What follows belongs to an exercise in optimizing a design on an open flow for small area; a production flow would make more cautious choices.
Function was checked by simulation only, so behaviour that the tests miss may differ from the original.
Power and IR drop assume default switching activity.

==> flow/design.v, too long to show whole: its modules and the start of the top module <==
// module synapse: 1418 lines
// module fa: 4 lines
// module ha: 4 lines
// module pnand: 3 lines
// module pnor: 3 lines
// module pxor: 3 lines
module synapse #(
    parameter DW = 16, T_DW = 4
)(
    input wire clk,
    input wire rst,
    input wire en,
    input wire [DW - 1 : 0] weights_w,
    input wire write_enable,
    output reg [DW - 1 : 0] weights_r,
    input wire read_enable,
    input wire [7:0] pre_spiking,
    output reg signed [DW - 1 : 0] spking_value,
    output reg post_en,
    input wire update_en,
    input wire signed [DW - 1 : 0] learning_rate
    );
  // ...
==> flow/flow/run.sh <==
#!/bin/bash
# The standard layout, with the port buffers made from the smallest
# buffer cell instead of the default one.
set -euo pipefail
bash standard.sh "BUFFER_PORTS_ARGS=-buffer_cell sky130_fd_sc_hd__buf_1" finish > standard.log 2>&1
==> flow/standard.sh <==
#!/bin/bash
# synth_recipe.tcl (not shown) runs the flow's synth.tcl, then flattens the netlist and writes it again
# the make line also repeats each setting of config.mk as NAME=value (left out here)
make -C /OpenROAD-flow-scripts/flow DESIGN_CONFIG=/design/flow/config.mk WORK_HOME=/design/flow/orfs CLKGATE_MAP_FILE= SYNTH_SCRIPT=/design/flow/synth_recipe.tcl "${@:-finish}"
==> flow/config.mk <==
export PLATFORM = sky130hd
export DESIGN_NAME = synapse
export DESIGN_NICKNAME = synapse
export VERILOG_FILES = /design/flow/design.v
export SDC_FILE = /design/flow/constraint.sdc
export NUM_CORES = 4
export LEC_CHECK = 0
export CAP_MARGIN = 20
export CORE_MARGIN = 2
export CORE_UTILIZATION = 75
export SLEW_MARGIN = 20
export SYNTH_HIERARCHICAL = 1
export SYNTH_MINIMUM_KEEP_SIZE = 0
==> flow/constraint.sdc <==
create_clock -name core_clock -period 14.0 [get_ports {clk}]
set_input_delay 2.8000 -clock core_clock [delete_from_list [all_inputs] [get_ports {clk}]]
set_output_delay 2.8000 -clock core_clock [all_outputs]
set_load 0.01 [all_outputs]
==> metrics.md, run 1 <==
| Metric | Value |
|---|---|
| Post-synth top area share | 36.4% |
| Total global-route track usage | 36.3% |
| Met3 Resource Use GR | 6.90% |
| Comb pwr share | 73.1% |
| Worst r2r src | x1[0] |
| Status | timing/DRC/antenna clean |
| Worst path required time | 14.31 ns |
| Top pwr grp | combinational logic |
| Post-synth net total | 2131 |
| # Post-CTS Setup Buffers | 0 |
| Initial Utilization | between 70% and 80% |
| GP Congestion | between 0.9 and 1 |
| Reg area | 0.00373 mm² |
| Critical path depth in cells | 38 |
| Pwr Total | 5290 µW |
| Clock latency (worst-skew pair) | 0.44 ns |
| Synth Area in Simple Gates | 14.1% |
| Slew headroom | 30.7% |
| FMAX | about 0.073 GHz |
| Most used cell, CP | fa_1 |
| Area Overhead vs Synth | 7.00% |
| H-tree Lvls | 4 |
| Inst Count DP | 2066 |
| Yosys cell types | 54 |
| Synth Flop Type | dfxtp_1 |
| Flop pwr share | around 17% |
| Post-route cell area | 0.0193 mm² |
| Number of global-route vias before repair | 13836 |
| CTS tree | yes |
| Reg2reg setup slack | 0.38 ns |
| Total number of yosys warnings | 7 |
| Ys async rst share | 0% |
| Top class by area | multi-input gates |
| Final setup fails | 0 |
| Part of the power in the clock network | 9.7% |
| CP Data Arrival Time | roughly 14 ns |
| Max Fanout on Critical Path | 4 |
| GR met2 Demand/Resource | between 50 and 60% |
| Leakage | 0.00806 µW |
==> run 2: changes to the inputs <==
--- a/flow/config.mk
+++ b/flow/config.mk
@@ -7,7 +7,7 @@
 export LEC_CHECK = 0
 export CAP_MARGIN = 20
 export CORE_MARGIN = 2
-export CORE_UTILIZATION = 75
+export CORE_UTILIZATION = 65
 export SLEW_MARGIN = 20
 export SYNTH_HIERARCHICAL = 1
 export SYNTH_MINIMUM_KEEP_SIZE = 0
==> run 2 against run 1 <==
  * Cell area rose by 0.39%
  * Core utilization fell by 10 points
  * Area after synthesis did not move
  * Fmax rose by 0.93%
  * Cell count rose by 2.6%
  * Synthesized cell count did not move
  * Critical path type unchanged
  * Critical endpoint unchanged
  * Largest cell class unchanged
  * Highest routed layer unchanged
==> metrics.md, run 2 <==
| Metric | Value |
|---|---|
| Crit path to | weights[15] (unchanged) |
| Commonest non-fill, non-tap cell in the layout | fa_1 (unchanged) |
| Antenna viol nets, final | 0 (unchanged) |
| Overflow after GRT | 0 (unchanged) |
| CP endpoint kind | flip-flop (unchanged) |
| Detailed Route Iter0 Violations | 1212 (was 1270) |
| Post-synth top cells | 327 x fa_1, 249 x nand2_1, 213 x nor2_1 (unchanged) |
| First-pass iteration count of the detailed router | 6 (unchanged) |
| Via density | 5.83 (was 6.21) |
| Post-synth top area share | 36.4% (unchanged) |
| Vert. Die Dim | 170 µm (was 159 µm) |
| Final min period | 13.49 ns (was 13.62 ns) |
| Synth Flop Type | dfxtp_1 (unchanged) |
| Hold_ws | 0.480 ns (was 0.490 ns) |
| WL/cell | 19.7 µm (was 20.4 µm) |
| Syn_area_per_cell | 10.4 µm² (unchanged) |
| Routed wire length | 42.5 mm (was 42.9 mm) |
| Floorplan row count | 60 (was 56) |
| Post-route cell area | 0.0193 mm² (about the same) |
| Most used cell, CP | fa_1 (unchanged) |
| Final Skew | 0.00984 ns (was 0.0146 ns) |
| Status | timing/DRC/antenna clean (unchanged) |
| Area Overhead vs Synth | 7.42% (was 7.00%) |
| DP Area | 0.0186 mm² (about the same) |
| Die area | 0.0290 mm² (was 0.0253 mm²) |
| GP Congestion | 0.988 (was 0.968) |
| Leakage | 0.00806 µW (about the same) |
| Initial Utilization | 66.4% (was 76.5%) |
| IO Pins | 79 (unchanged) |
| RSZ-0062 raised after global routing | false |
| Final setup fails | 0 (unchanged) |
| Slew Viols, Final | 0 (unchanged) |
| First-pass GRT wire length | 71.1 mm (was 71.9 mm) |
| EDFF count, synth | 16 (unchanged) |
| Post-DP HPWL | 33.0 mm (was 32.8 mm) |
| Diode count | 0 (unchanged) |
| Max Fanout on Critical Path | 4 (unchanged) |
| Cell area after synthesis | 0.0180 mm² (unchanged) |
| Worst setup path startpoint | x1[0] (unchanged) |
| Setup_tns | 0 ns (unchanged) |
| H-tree Lvls | 4 (unchanged) |
| Clock transition at path regs | 0.08 ns (was 0.09 ns) |
| Max Cap Violations | 0 (unchanged) |
| Element type at the critical path start | flip-flop (unchanged) |
| Worst r2r src | x1[0] (unchanged) |
| Yosys cell types | 54 (unchanged) |
| Port Buf Inserts | 78 (unchanged) |
| Most frequent cells in the layout | 313 x fa_1, 249 x nand2_1, 212 x nor2_1 (was 314 x fa_1, 249 x nand2_1, 212 x nor2_1) |
| FF-to-FF End | weights[15] (unchanged) |
| CTS Buf Count | 17 (unchanged) |
| R2R cell count | 38 (unchanged) |
| Setup CP Type | reg -> reg (unchanged) |
| Total number of yosys warnings | 7 (unchanged) |
| Ys async rst share | 0% (unchanged) |
| Worst min path class | reg -> reg (unchanged) |
| CP Data Arrival Time | 13.81 ns (was 13.93 ns) |
| Root Buffer | clkbuf_16 (unchanged) |
| Slew @ Worst Pin | 1.11 ns (was 1.04 ns) |
| Slew headroom | 26.0% (was 30.7%) |
| CTS Buffer Depth | 2 (unchanged) |
| Worst vdd ir | 0.000246 V (was 0.000402 V) |
| Reg2reg setup slack | 0.51 ns (was 0.38 ns) |
| Final Util | 71.3% (was 81.8%) |
| Seq/Total Area, Yosys | 20.7% (unchanged) |
| Clock Sinks | 178 (unchanged) |
| Number of global-route vias before repair | 13453 (was 13836) |
| Inst Count DP | 2121 (was 2066) |
| Initial antenna violation count | 0 (unchanged) |
| Final Non-Filler Cells | 2156 (was 2101) |
| Final Cycle Share | 96.4% (was 97.3%) |
| Power Density | 270 mW/mm² (was 275 mW/mm²) |
| Post-synth net total | 2131 (unchanged) |
| Clock latency (worst-skew pair) | 0.45 ns (was 0.44 ns) |
| Hold Fails Final Rpt | 0 (unchanged) |
| Largest net degree at the start of global routing | 71 (unchanged) |
| Top post-synthesis cells by area | fa_1 36%, dfxtp_1 18%, mux2i_1 5.7% (unchanged) |
| Core Region | 0.0271 mm² (was 0.0235 mm²) |
| Share of cells above drive strength 1 | 10.0% (was 9.82%) |
| Fillers | 2083 (was 1466) |
| DR DRC count | 0 (unchanged) |
| Cells after Synth | 1726 (unchanged) |
| Total global-route track usage | 32.1% (was 36.3%) |
| Cell taking the most area after synthesis | fa_1 (unchanged) |
| CTS tree | yes (unchanged) |
| Fin nets | 2176 (was 2174) |
| Most frequent cell after synthesis | fa_1 (unchanged) |
| CP max-delay cell | fa_2 (unchanged) |
| CP max stage delay | 0.59 ns (was 0.57 ns) |
| Vias | 12579 (was 13049) |
| Die width | 170 µm (was 159 µm) |
| Worst path required time | 14.32 ns (was 14.31 ns) |
| FMAX | 0.0741 GHz (was 0.0734 GHz) |
| #FFs+latches synth | 178 (unchanged) |
[run 2: worst min-delay path by stage]
stage / from / to / cells past startpoint
floorplan: done / delay_for_mul1 / 2
global placement: done / delay_for_mul1 / 2
detailed placement: post_en / post_en / 2
CTS: post_en / post_en / 2
global route: post_en / post_en / 2
finish: post_en / post_en / 2
[run 2: critical path, delay by kind of cell, from the launching register on]
family                   cells  cell delay (ns)
adder cells (fa/ha/maj)     28            11.85
XOR/XNOR                     5             0.78
flip-flops                   1             0.34
AND/OR/NAND/NOR              2             0.15
buffers and inverters        2             0.10
AO/OA/AOI/OAI                1             0.10
[run 2: cell type report]
class                   count  area (µm²)  area share (%)
clock buffers              17         425            2.20
clock inverters            15         205            1.06
inverters                  53         199            1.03
multi-input cells        1417       13800            71.5
flip-flops and latches    178        3730            19.3
well taps                 372         465            2.41
repair buffers            104         490            2.54
[run 2: cell families (layout without fill, tap and decap cells)]
group / count (synthesis) / in the layout / share of synthesized area, %
simple gates: 590 / 590 / 14.1
fa+ha+maj: 359 / 359 / 38.6
flops: 178 / 178 / 20.7
mux: 157 / 157 / 10.9
compound gates: 156 / 156 / 5.25
xor+xnor: 155 / 155 / 7.63
buf+inv: 131 / 189 / 2.91
[run 2: per-module statistics from Yosys (local to each module, per instance)]
module   cells  copies in the design  cell area (µm²)  flops+latches
synapse   1116                     1             9880            178
fa           1                   327             20.0              0
ha           1                    20             12.5              0
pxor         1                    68             8.76              0
pnand        1                    81             3.75              0
pnor         1                   114             3.75              0
[run 2: through the flow]
stage          worst slack (ns)  total power [µW]
2_1_floorplan             0.671              3720
3_3_place_gp              0.337              4470
3_5_place_dp             0.0878              4650
4_1_cts                  0.0616              5190
5_1_grt                  0.0381              5820
6_report                  0.508              5220
[run 2: where the power goes]
part           total [µW]  leakage (µW)  switching (µW)  internal [µW]
Combinational        3800       0.00627            2070           1720
Clock                 516      0.000304             255            261
Sequential            904       0.00148             237            667
Total                5220       0.00806            2560           2650
[run 2: metal layers]
| metal | vias to the layer above | track usage (%) | wire (µm) |
|---|---|---|---|
| li1 | 5717 | - | - |
| met1 | 6332 | 45.0 | 18300 |
| met2 | 449 | 50.8 | 20000 |
| met3 | 81 | 6.40 | 2950 |
| met4 | 0 | 9.92 | 1220 |
| met5 | - | 0 | 0 |
[run 2: what timing repair did]
item                       CTS  global route
setup buffers                0             3
hold buffers                 0             0
setup endpoints to repair    0             1
resized for setup            0            16
==> run 3: changes to the inputs <==
==> flow/run.sh (new file) <==
#!/bin/bash
# synth_recipe.tcl (not shown) runs the flow's synth.tcl, then flattens the netlist and writes it again
# the make line also repeats each setting of config.mk as NAME=value (left out here)
make -C /OpenROAD-flow-scripts/flow DESIGN_CONFIG=/design/flow/config.mk WORK_HOME=/design/flow/orfs CLKGATE_MAP_FILE= SYNTH_SCRIPT=/design/flow/synth_recipe.tcl finish
removed: flow/flow/run.sh
removed: flow/standard.sh
==> run 3 against run 2 <==
  * Clock skew increased by 0.0029 ns
  * Highest routed layer unchanged
  * Largest cell class unchanged
  * First-iteration DRC count increased by 8.0%
  * Still clean
  * Non-clock buffer count decreased by 2
  * Synthesized cell count unchanged
  * Combinational power increased by 2%
  * Sequential share of layout area decreased by 0.48 points
  * Sequential power decreased by 0.6%
  * Via count increased by 0.73%
  * Clock power decreased by 2%
  * Flip-flop and latch count unchanged
  * Core utilization increased by 1.8 points
  * Global-route usage decreased by 0.16 points
==> metrics.md, run 3 <==
| Metric | Value |
|---|---|
| Status | timing/DRC/antenna clean (unchanged) |
| CTS Buffer Depth | 2 (unchanged) |
| DR DRC count | 0 (unchanged) |
| Initial antenna violation count | 0 (unchanged) |
| Share of cells above drive strength 1 | 10.2% (was 10.0%) |
| FMAX | 0.0735 GHz (was 0.0741 GHz) |
| Max layer used | met4 (unchanged) |
| Most frequent cells in the layout | 308 x fa_1, 248 x nand2_1, 212 x nor2_1 (was 313 x fa_1, 249 x nand2_1, 212 x nor2_1) |
| Die width | 170 µm (unchanged) |
| Leakage | 0.00826 µW (was 0.00806 µW) |
| CP max stage delay | 0.58 ns (was 0.59 ns) |
| Area Overhead vs Synth | 10.1% (was 7.42%) |
| Final min period | 13.61 ns (was 13.49 ns) |
| Most used cell, CP | fa_1 (unchanged) |
| GP Congestion | 0.960 (was 0.988) |
| Total number of yosys warnings | 7 (unchanged) |
| CTS Buf Count | 17 (unchanged) |
| Fin nets | 2174 (was 2176) |
| Power Density | 267 mW/mm² (was 270 mW/mm²) |
| Hold Fails Final Rpt | 0 (unchanged) |
| Floorplan row count | 60 (unchanged) |
| Max Cap Violations | 0 (unchanged) |
| Max Fanout on Critical Path | 4 (unchanged) |
| Met2 routed WL | 20.5 mm (was 20.0 mm) |
| Largest net degree at the start of global routing | 71 (unchanged) |
| EDFF count, synth | 16 (unchanged) |
| Worst min path class | reg -> reg (unchanged) |
| First-pass GRT wire length | 70.7 mm (was 71.1 mm) |
| Overflow after GRT | 0 (unchanged) |
| Post-synth top area share | 36.4% (unchanged) |
| Antenna viol nets, final | 0 (unchanged) |
| Met3 wire len | 3.12 mm (was 2.95 mm) |
| CP endpoint kind | flip-flop (unchanged) |
| Element type at the critical path start | flip-flop (unchanged) |
| Setup_tns | 0 ns (unchanged) |
| IO Pins | 79 (unchanged) |
| CTS tree | yes (unchanged) |
| Cells after Synth | 1726 (unchanged) |
| Commonest non-fill, non-tap cell in the layout | fa_1 (unchanged) |
| First-pass iteration count of the detailed router | 6 (unchanged) |
| Vias | 12671 (was 12579) |
| Reg area | 0.00373 mm² (about the same) |
| Final Util | 73.1% (was 71.3%) |
| Most frequent cell after synthesis | fa_1 (unchanged) |
| Ys async rst share | 0% (unchanged) |
| Die area | 0.0290 mm² (unchanged) |
| Clock latency (worst-skew pair) | 0.45 ns (about the same) |
| Top post-synthesis cells by area | fa_1 36%, dfxtp_1 18%, mux2i_1 5.7% (unchanged) |
| Clock Sinks | 178 (unchanged) |
| Slew headroom | 27.9% (was 26.0%) |
| Port Buf Inserts | 78 (unchanged) |
| Fillers | 1956 (was 2083) |
| Slew Viols, Final | 0 (unchanged) |
| Pwr Total | 5280 µW (was 5220 µW) |
| Initial Utilization | 66.4% (unchanged) |
| Routed wire length | 42.8 mm (was 42.5 mm) |
| Seq/Total Area, Yosys | 20.7% (unchanged) |
| CP max-delay cell | fa_2 (unchanged) |
| Setup CP Type | reg -> reg (unchanged) |
| #FFs+latches synth | 178 (unchanged) |
| Total global-route track usage | 31.9% (was 32.1%) |
| CP Data Arrival Time | 13.91 ns (was 13.81 ns) |
| Worst path required time | 14.31 ns (was 14.32 ns) |
| H-tree Lvls | 4 (unchanged) |
| Yosys cell types | 54 (unchanged) |
| Via density | 5.88 (was 5.83) |
| Worst vdd ir | 0.000400 V (was 0.000246 V) |
| Syn_area_per_cell | 10.4 µm² (unchanged) |
| Clock transition at path regs | 0.08 ns (about the same) |
| Cell area after synthesis | 0.0180 mm² (unchanged) |
| Final Cycle Share | 97.2% (was 96.4%) |
| Post-CTS Hold Buffers | 0 (unchanged) |
| Area of the multi-input gates | 0.0138 mm² (about the same) |
| WL/cell | 19.9 µm (was 19.7 µm) |
| Diode count | 0 (unchanged) |
| Synth Flop Type | dfxtp_1 (unchanged) |
| Post-DP HPWL | 33.2 mm (was 33.0 mm) |
| DP Worst Slack | -0.0661 ns (was 0.0878 ns) |
| Final setup fails | 0 (unchanged) |
| Post-synth top cells | 327 x fa_1, 249 x nand2_1, 213 x nor2_1 (unchanged) |
| Core Region | 0.0271 mm² (unchanged) |
| Vert. Die Dim | 170 µm (unchanged) |
| Slew @ Worst Pin | 1.08 ns (was 1.11 ns) |
| Root Buffer | clkbuf_16 (unchanged) |
| Post-synth net total | 2131 (unchanged) |
| Detailed Route Iter0 Violations | 1309 (was 1212) |
| Final Skew | 0.0128 ns (was 0.00984 ns) |
| Metal1 wirelength | 18.1 mm (was 18.3 mm) |
| Setup WS post-layout | 0.392 ns (was 0.508 ns) |
| Number of global-route vias before repair | 13213 (was 13453) |
| Cell taking the most area after synthesis | fa_1 (unchanged) |
==> run 3: path summary, 6_finish.rpt <==
path,end,cells after the start,slack [ns],start
setup / recovery,weights[15],38,0.39,x1[0]
hold / removal,delay_for_mul1,2,0.48,done
setup reg to reg,weights[15],38,0.39,x1[0]
hold reg to reg,delay_for_mul1,2,0.48,done
==> run 3: routing by layer <==
metal / vias up / global-route usage, %
met5: - / 1.22
met4: 0 / 9.36
met3: 80 / 6.60
met2: 487 / 50.8
met1: 6388 / 44.5
li1: 5716 / -
==> run 3: power breakdown <==
part           total [µW]  internal, µW  switching, µW
clock network         508           255            254
registers             899           667            232
logic                3870          1770           2100
==> run 3: cell type report <==
class / count / area share (%)
flip-flops and latches: 178 / 18.8
inverters: 53 / 1.00
well taps: 372 / 2.35
multi-input cells: 1417 / 69.9
clock inverters: 14 / 0.884
clock buffers: 18 / 2.27
repair buffers: 102 / 4.82
==> run 3: kinds of logic (layout without fill, tap and decap cells) <==
group / count (synthesis) / count (layout) / share of synthesized area [%]
compound gates: 156 / 156 / 5.25
xor+xnor: 155 / 155 / 7.63
fa+ha+maj: 359 / 359 / 38.6
buf+inv: 131 / 187 / 2.91
flops: 178 / 178 / 20.7
mux: 157 / 157 / 10.9
simple gates: 590 / 590 / 14.1
==> run 3: timing repair <==
action	CTS	global route
setup buffers	1	1
pin swaps	4	13
gates resized for setup	4	17
endpoints found under the setup margin	1	1
==> run 3: per-module statistics from Yosys (local to each module, per instance) <==
| module | cells inside | copies in the design |
|---|---|---|
| synapse | 1116 | 1 |
| fa | 1 | 327 |
| ha | 1 | 20 |
| pxor | 1 | 68 |
| pnand | 1 | 81 |
| pnor | 1 | 114 |
==> run 3: worst max-delay path: cells and delay by family (launching register included) <==
kind | cells | cell delay (ns)
and+or+nand+nor | 2 | 0.17
AOI/OAI and AO/OA | 1 | 0.12
buffers and inverters | 2 | 0.12
adders and majority gates | 28 | 11.84
DFF | 1 | 0.35
xor gates and xnor gates | 5 | 0.86
==> run 3: metrics by stage <==
stage / std cells / hold WS, ns / area, µm²
after floorplan: 1726 / 0.440 / 18000
after global placement: 2120 / 0.450 / 19100
after detailed placement: 2120 / 0.470 / 19100
after CTS: 2153 / 0.488 / 19800
after global routing: 2154 / 0.520 / 19800
final: 2154 / 0.483 / 19800

-- static timing again, ports no longer ideal --
The results above use ideal ports. As a check the final layouts listed here were re-extracted and re-timed, cells and wires unchanged. Step 1 (the two cells are an assumption about what drives the block):
set clk [get_ports {clk}]
set_driving_cell -lib_cell sky130_fd_sc_hd__clkbuf_16 $clk
set_driving_cell -lib_cell sky130_fd_sc_hd__buf_2 [delete_from_list [all_inputs] $clk]
Step 2, shift: input delay + t, output delay - t, t = (earliest + latest rising clock arrival at the registers) / 2. This alone moves slack from input paths to output paths. Slacks: ideal ports / drivers / drivers and shift; pairs: ideal ports / drivers.
| run | shift t [ns] | setup slack, ns | latest minus earliest clock arrival (ns) | worst register clock-pin slew, ns |
|---|---|---|---|---|
| run 1 | 0.481 | 0.383 / 0.383 / 0.383 | 0.014 / 0.014 | 0.09 / 0.09 |
| run 2 | 0.496 | 0.508 / 0.508 / 0.508 | 0.010 / 0.010 | 0.08 / 0.08 |
| run 3 | 0.499 | 0.392 / 0.392 / 0.392 | 0.013 / 0.013 | 0.08 / 0.08 |
After both steps setup and hold are still met in every run listed.
